What follows belongs to an exercise in optimizing a design on an open flow for small area, a short achievable clock period and few clock cycles per item; a production flow would make more cautious choices.
In this exercise RTL edits were held to simulation tests only and were not proved equivalent to the original.
Power and IR drop assume default switching activity.

Setup of run a:
## LASER
module LASER (
    input CLK,
    input RST,
    input [3:0] X,
    input [3:0] Y,
    output [3:0] C1X,
    output [3:0] C1Y,
    output [3:0] C2X,
    output [3:0] C2Y,
    output DONE);
clock: 8.0 ns
lec_check: 0
abc_area: 1
cap_margin: 20
core_margin: 2
core_utilization: 40
gpl_routability_driven: 0
setup_slack_margin: 5.0
slew_margin: 20
run.sh (not shown) runs the stock make flow with config.mk's settings and CLKGATE_MAP_FILE= SYNTH_SCRIPT=/design/flow/synth_recipe.tcl, a recipe that flattens the netlist after the stock synthesis.
Run a completed; timing, DRC and antenna clean
Testbench counts of run a, summed over its fixed seeds: cycles 4,670, items 48.
[inputs] run b vs run a
- a deleted GPL_ROUTABILITY_DRIVEN that had been 0
- a deleted ABC_AREA that had been 1
- a change of CORE_UTILIZATION from 40 to 60
Most common library cell in the layout ignoring fill and taps: nand2_1 -> run a, inv_1 -> run b
Run b: worst hold slack is 0.019 ns higher than what run a reported.
Compared with run a, run b shows total length of routed met3 wires higher by 18 mm.
Static power due to leakage, run b vs run a: down by a few percent
Run b against run a: via count rose 18%; design area moved up; later-pin clock latency in the skew report now sits at about the same level.

---

## the baseline
Starting RTL as in the previous note.
Design LASER, start of the top module:
module LASER (
    input CLK,
    input RST,
    input [3:0] X,
    input [3:0] Y,
    output [3:0] C1X,
    output [3:0] C1Y,
    output [3:0] C2X,
    output [3:0] C2Y,
    output DONE);
reg rd;             
reg rdq;            
reg [5:0] cnt;      
reg iss;            
reg prf;            
reg [3:0] cy;       
reg [1:0] ipass;    
reg [1:0] rpass;    
reg chk;            
reg [3:0] sx, sy;   
reg done;
reg v1, p1, l1, v2, l2, v3, l3, v4, l4;
reg [3:0] y1, y2, y3, y4;
reg [3:0] ox, oy;   
reg [3:0] bx, by;   
reg [5:0] bc;       
wire fin = v4 & l4;  
reg [3:0] c1x, c1y, c2x, c2y;   
assign DONE = done;
assign C1X = c1x;
assign C1Y = c1y;
assign C2X = c2x;
assign C2Y = c2y;
function automatic covd;
    input [3:0] dx, dy;
    covd = (dx <= 4 && dy == 0) || (dx <= 3 && (dy == 1 || dy == 2)) ||
           (dx <= 2 && dy == 3) || (dx == 0 && dy == 4);
endfunction
reg [4*40-1:0] PX, PY;
reg [40-1:0] PA;
wire [15:0] ohx = 16'd1 << ox;
wire [40-1:0] cov;    
always @(posedge CLK) begin
    PX <= {PX[4*40-5:0], rd ? X : PX[4*40-1:4*40-4]};
    PY <= {PY[4*40-5:0], rd ? Y : PY[4*40-1:4*40-4]};
    if (prf)
        PA <= {40{1'b1}};
    else
        PA <= {(p1 ? !cov[37] : PA[38]),
               (p1 ? !cov[36] : PA[37]),
               (p1 ? !cov[35] : PA[36]),
               (p1 ? !cov[34] : PA[35]),
               (p1 ? !cov[33] : PA[34]),
               (p1 ? !cov[32] : PA[33]),
               (p1 ? !cov[31] : PA[32]),
               (p1 ? !cov[30] : PA[31]),
               (p1 ? !cov[29] : PA[30]),
               (p1 ? !cov[28] : PA[29]),
               (p1 ? !cov[27] : PA[28]),
               (p1 ? !cov[26] : PA[27]),
               (p1 ? !cov[25] : PA[26]),
               (p1 ? !cov[24] : PA[25]),
               (p1 ? !cov[23] : PA[24]),
               (p1 ? !cov[22] : PA[23]),
               (p1 ? !cov[21] : PA[22]),
               (p1 ? !cov[20] : PA[21]),
               (p1 ? !cov[19] : PA[20]),
               (p1 ? !cov[18] : PA[19]),
               (p1 ? !cov[17] : PA[18]),
               (p1 ? !cov[16] : PA[17]),
               (p1 ? !cov[15] : PA[16]),
               (p1 ? !cov[14] : PA[15]),
               (p1 ? !cov[13] : PA[14]),
               (p1 ? !cov[12] : PA[13]),
               (p1 ? !cov[11] : PA[12]),
  ...
clock: 8.0 ns
lec_check: 0
abc_area: 1
cap_margin: 20
core_margin: 2
core_utilization: 40
cts_cluster_diameter: 70
cts_cluster_size: 30
setup_slack_margin: 5.0
slew_margin: 20
Testbench counts of the baseline, summed over its fixed seeds: cycles 4,670, items 48.
Inputs modified between the baseline and the candidate:
Settings: removing ABC_AREA (formerly 1); removing CTS_CLUSTER_SIZE (formerly 30); removing CTS_CLUSTER_DIAMETER (formerly 70).
## What came out
Proportion of power drawn by the clock network (higher): the candidate
Cmp the candidate and the baseline / maximum frequency / lower: the candidate
Clock period minus final worst setup slack delta for the candidate relative to the baseline: 100 ps higher

[separate check: timing with driven ports]
How much do the figures lean on ideal ports? The routed layouts below were timed once more, with nothing changed but the port constraints. Step 1: set_driving_cell puts a clkbuf_16 on CLK and a buf_2 on each other input, an assumption about the parent block. Step 2 adds t to the input delays and takes it off the output delays; t is the mean of the earliest and latest rising clock arrival at the registers after step 1. Input paths then give back, and output paths get back, about the clock's delay inside the block. Three values: ideal ports, drivers, drivers and shift; two values: the first two.
| run | shift t [ns] | setup slack, ns | hold WS [ns] | worst slew at a driven data input, ns |
|---|---|---|---|---|
| run a | 0.835 | 4.971 / 4.969 / 4.971 | 0.325 / 0.325 / 0.325 | 0.03 |
| run b | 0.845 | 4.819 / 4.819 / 4.819 | 0.344 / 0.344 / 0.344 | 0.04 |
| the baseline | 0.812 | 4.983 / 4.955 / 4.983 | 0.341 / 0.341 / 0.341 | 0.03 |
| the candidate | 0.852 | 4.880 / 4.880 / 4.880 | 0.309 / 0.309 / 0.309 | 0.06 |
After both steps every run listed still meets setup and hold.
